What follows belongs to an exercise in optimizing a design on an open flow for small area; a production flow would make more cautious choices.
In this exercise RTL edits were held to simulation tests only and were not proved equivalent to the original.
No activity file was given, so power comes from the tool's default toggle rates.

==> flow/design.v <==
module custom_MuP (clk, rst, imem_req, imem_addr, imem_rdata, dmem_re, dmem_we, dmem_addr, dmem_wdata, dmem_rdata);
input clk, rst;
output imem_req, dmem_re, dmem_we;
output [15:0] imem_addr, dmem_addr, dmem_wdata;
input [15:0] imem_rdata, dmem_rdata;
localparam S_INIT = 3'd0, S_FETCH = 3'd1, S_EXEC = 3'd2, S_TWO = 3'd3,
           S_ACC = 3'd4, S_LD3 = 3'd5, S_PRE = 3'd6;
reg [3:0] cnt;
reg [2:0] st;
reg       cy;       
reg       aux;      
reg [15:0] pc, y;
wire c0   = (cnt == 4'd0);
wire last = (cnt == 4'd15);
wire [15:0] ir = imem_rdata;
wire [3:0]  op = ir[15:12];
wire [3:0]  fa = ir[11:8];
wire [3:0]  fb = ir[7:4];
wire [3:0]  fc = ir[3:0];
wire op_rr  = (op == 4'h8) | (op == 4'hC) | (op == 4'hB) | (op == 4'hF);
wire op_br  = (op == 4'h4) | (op == 4'h5);
wire op_mem = (op == 4'h1) | (op == 4'h2);
wire sh_ok  = (op == 4'h0) & (fc == 4'd1 | fc == 4'd2 | fc == 4'd3) & (fb != 4'd0);
wire ex  = (st == S_EXEC);
wire pre = (st == S_PRE);
wire store = (op == 4'h2);
wire [15:0] r0bits;              
wire [15:0] rin;                 
wire [3:0]  wt = {2'b11, ir[11:10]};
reg  [3:0]  pa;
always @(*) begin
	if (pre) pa = store ? wt : fc;
	else if (ex) pa = op_mem ? {2'b10, ir[9:8]} : (op_rr | op_br) ? fb : fa;
	else if (st == S_ACC) pa = wt;
	else pa = fa;
end
wire P = r0bits[pa];
wire j12  = (op == 4'h3);
wire zx   = (op == 4'hA) | (op == 4'hE);
wire over = j12 ? (cnt > 4'd11) : cnt[3];
wire [11:0] irl = ir[11:0];
wire imm  = over ? (~zx & (j12 ? ir[11] : ir[7])) : irl[cnt];
wire s8x2 = ~c0 & aux;
wire fetch = (st == S_FETCH);
wire use_pc = fetch | (ex & (op == 4'h3));
wire A = use_pc ? pc[0] : P;
reg  B;
always @(*) begin
	if (fetch) B = (cnt == 4'd1);
	else case (op)
		4'h8, 4'hC, 4'hB, 4'hF, 4'h4, 4'h5: B = y[0];
		4'h1, 4'h2: B = s8x2;
		default: B = imm;
	endcase
end
wire sub  = ex & ((op == 4'hC) | (op == 4'hD) | (op == 4'hE));
wire Bx   = B ^ sub;
wire cin  = c0 ? sub : cy;
wire sum  = A ^ Bx ^ cin;
wire cout = (A & Bx) | (A & cin) | (Bx & cin);
reg  alu;
always @(*) begin
	if (fetch) alu = sum;
	else case (op)
		4'hB, 4'h7: alu = ~(A & B);
		4'hF, 4'h6: alu = A | B;
		4'h0: alu = A;
		default: alu = sum;
	endcase
end
wire left  = (fc == 4'd1);
wire arith = (fc == 4'd3);
wire [3:0] sn = fb;
wire [3:0] sidx = left ? (4'd0 - sn) : sn;
wire shv = y[sidx];    
wire acc  = (st == S_ACC);
wire swap = store & (pre | acc);    
reg wen;
reg [3:0] wa;
reg wbit;
always @(*) begin
	wen = 1'b0; wa = fa; wbit = alu;
	case (st)
		S_EXEC: begin
			wen = op_rr | (op == 4'h9) | (op == 4'hA) | (op == 4'hD) | (op == 4'hE) | (op == 4'h7) | (op == 4'h6);
		end
		S_PRE: begin wen = store; wa = wt; wbit = r0bits[12]; end
		S_ACC: begin wen = store; wa = wt; wbit = r0bits[12]; end
		S_TWO: begin wen = ~op_br; wbit = shv; end
		S_LD3: begin wen = 1'b1; wa = wt; wbit = dmem_rdata[cnt]; end
		default: ;
	endcase
end
wire init = (st == S_INIT);
localparam [255:0] RV = {16'h7814, 16'h2ab2, 16'h8aa9, 16'ha24b, 16'hca09, 16'h08eb, 16'h5878, 16'hff49,
                         16'hb7a1, 16'h0032, 16'h0014, 16'h756e, 16'hff49, 16'hc61b, 16'h09e4, 16'h0000};
genvar gi;
generate for (gi = 0; gi < 16; gi = gi + 1) begin : rf
	reg [15:0] r;
	wire [15:0] rv = RV[gi*16 +: 16];
	assign r0bits[gi] = r[0];
	if (gi == 12) begin : sw
		assign rin[gi] = init ? rv[cnt] : swap ? P : ((wen & (wa == gi)) ? wbit : r[0]);
	end else begin : nsw
		assign rin[gi] = init ? rv[cnt] : ((wen & (wa == gi)) ? wbit : r[0]);
	end
	always @(posedge clk) r <= {rin[gi], r[15:1]};
end endgenerate
wire take = aux ^ ~op[0];
reg pcin;
always @(*) begin
	pcin = pc[0];
	if (init) pcin = 1'b0;
	else if (fetch | (ex & j12)) pcin = sum;
	else if ((st == S_TWO) & op_br & take) pcin = P;
end
always @(posedge clk) begin
	pc <= {pcin, pc[15:1]};
	if (ex & op_mem) y <= {sum, y[15:1]};
	else if (ex & (op == 4'h0) & left) y <= {1'b0, y[15:1]};
	else if ((st == S_TWO) & ~left) y <= {arith & y[15], y[15:1]};
	else y <= {P, y[15:1]};
end
always @(posedge clk) begin
	cy <= cout;
	if (ex) begin
		if (op_br) aux <= (~c0 & aux) | (P ^ y[0]);
		else aux <= imm;
	end
	if (rst) begin
		cnt <= 4'd0;
		st  <= S_INIT;
	end else begin
		cnt <= cnt + 4'd1;
		if (last) case (st)
			S_INIT:  st <= S_FETCH;
			S_FETCH: st <= (op_rr | op_br | store) ? S_PRE : S_EXEC;
			S_PRE:   st <= S_EXEC;
			S_EXEC:  st <= (sh_ok | op_br) ? S_TWO : op_mem ? S_ACC : S_FETCH;
			S_ACC:   st <= store ? S_FETCH : S_LD3;
			default: st <= S_FETCH;
		endcase
	end
end
assign imem_req  = fetch & c0;
assign imem_addr = pc;
assign dmem_re   = acc & c0 & ~store;
assign dmem_we   = acc & c0 & store;
assign dmem_addr = y;
assign dmem_wdata = rf[12].r;
endmodule
==> flow/config.mk <==
export PLATFORM = sky130hd
export DESIGN_NAME = custom_MuP
export DESIGN_NICKNAME = custom_MuP
export VERILOG_FILES = /design/flow/design.v
export SDC_FILE = /design/flow/constraint.sdc
export NUM_CORES = 4
export LEC_CHECK = 0
export ABC_AREA = 1
export CAP_MARGIN = 20
export CORE_MARGIN = 2
export CORE_UTILIZATION = 60
export CTS_BUF_LIST = sky130_fd_sc_hd__clkbuf_8
export CTS_CLUSTER_DIAMETER = 80
export CTS_CLUSTER_SIZE = 15
export SLEW_MARGIN = 20
==> flow/constraint.sdc <==
create_clock -name core_clock -period 10.0 [get_ports {clk}]
set_input_delay 2.0000 -clock core_clock [delete_from_list [all_inputs] [get_ports {clk}]]
set_output_delay 2.0000 -clock core_clock [all_outputs]
set_load 0.01 [all_outputs]
standard.sh (not shown) runs the stock make flow with config.mk's settings and CLKGATE_MAP_FILE= SYNTH_SCRIPT=/design/flow/synth_recipe.tcl, a recipe that flattens the netlist after the stock synthesis.
==> flow/flow/run.sh <==
#!/bin/bash
# Own layout flow: the standard synthesis, then the combinational logic
# re-mapped by ABC for area (registers kept as they are: same cells, same
# names), then the standard ORFS flow from floorplan to finish with the
# smallest buffer cell on the ports. Every tool writes its own log here.
set -euo pipefail
HERE=$(pwd)
R=$HERE/orfs/results/sky130hd/custom_MuP/base
YOSYS=$FLOW_HOME/../tools/install/yosys/bin/yosys
LIB=$FLOW_HOME/platforms/sky130hd/lib/sky130_fd_sc_hd__tt_025C_1v80.lib

bash standard.sh synth > synth_standard.log 2>&1
cp $R/1_2_yosys.v $HERE/netlist_standard.v

DU=$(sed -n '/DONT_USE_CELLS/,/^$/p' $FLOW_HOME/platforms/sky130hd/config.mk | grep -o "sky130_fd_sc_hd__[a-z0-9_]*" | sed 's/^/-dont_use /' | tr '\n' ' ')
sed -e "s#@LIB@#$LIB#g" -e "s#@DU@#$DU#g" -e "s#@IN@#$HERE/netlist_standard.v#g" \
    -e "s#@OUT@#$HERE/netlist_resynth.v#g" -e "s#@ABC@#$HERE/flow/area.abc#g" flow/resynth.ys > resynth.ys
$YOSYS -s resynth.ys > resynth.log 2>&1

cp $HERE/netlist_resynth.v $R/1_2_yosys.v
rm -f $R/1_synth.odb $R/1_synth.sdc
bash standard.sh "BUFFER_PORTS_ARGS=-buffer_cell sky130_fd_sc_hd__buf_1" finish > flow_finish.log 2>&1
==> flow/flow/area.abc <==
strash; &get -n; &fraig -x; &put; scorr; dc2; strash; &get -n; &dch -f; &nf -R 1000 -p; &put
==> flow/flow/resynth.ys <==
read_liberty -ignore_miss_func @LIB@
blackbox sky130_fd_sc_hd__*df* sky130_fd_sc_hd__*dl* sky130_fd_sc_hd__*lpflow*
read_verilog @IN@
hierarchy -top custom_MuP
flatten
opt -purge
abc -liberty @LIB@ @DU@ -script @ABC@
opt_clean -purge
write_verilog -noattr -nohex -nodec @OUT@.tmp.v
design -reset
read_liberty -lib @LIB@
read_verilog @OUT@.tmp.v
hierarchy -top custom_MuP
hilomap -singleton -hicell sky130_fd_sc_hd__conb_1 HI -locell sky130_fd_sc_hd__conb_1 LO
insbuf -buf sky130_fd_sc_hd__buf_1 A X
splitnets
rename -hide w:_*_.*
opt_clean -purge
stat -liberty @LIB@
check -assert -mapped
write_verilog -noattr -nohex -nodec @OUT@
Change:
- CTS_BUF_LIST: sky130_fd_sc_hd__clkbuf_8 -> sky130_fd_sc_hd__clkbuf_16
- CTS_CLUSTER_DIAMETER: 80 -> 100
- CTS_CLUSTER_SIZE: 15 -> 30
The new run finished with timing, DRC and antenna clean.
Combinational power hardly moves.
Wire length climbs by 3.3%.
Maximum frequency drops by 1.9%.
Core utilization stays flat.
First-iteration DRC count drops by 12%.

==> static timing again, ports no longer ideal <==
The results above use ideal ports. As a check the final layouts listed here were re-extracted and re-timed, cells and wires unchanged. Step 1: set_driving_cell puts a clkbuf_16 on clk and a buf_2 on each other input, an assumption about the parent block. Step 2 also shifts input and output timing later by t, the mid clock arrival at the registers, as if the neighbouring blocks saw the same clock. a / b / c = no drivers / after step 1 / after step 2; a / b = the first two.
run | t, ns | setup WS [ns] | hold slack, ns | worst setup path after step 2 | cell pins on the clock port's net
the first run | 0.581 | 4.062 / 4.080 / 3.499 | 0.308 / 0.308 / 0.308 | input to register | 1
the second run | 0.520 | 3.947 / 3.970 / 3.449 | 0.329 / 0.329 / 0.329 | input to register | 1
After both steps setup and hold are still met in every run listed. For the first run, which loses most, drivers alone change the setup slack by +0.018 ns; drivers and shift together by -0.563 ns.
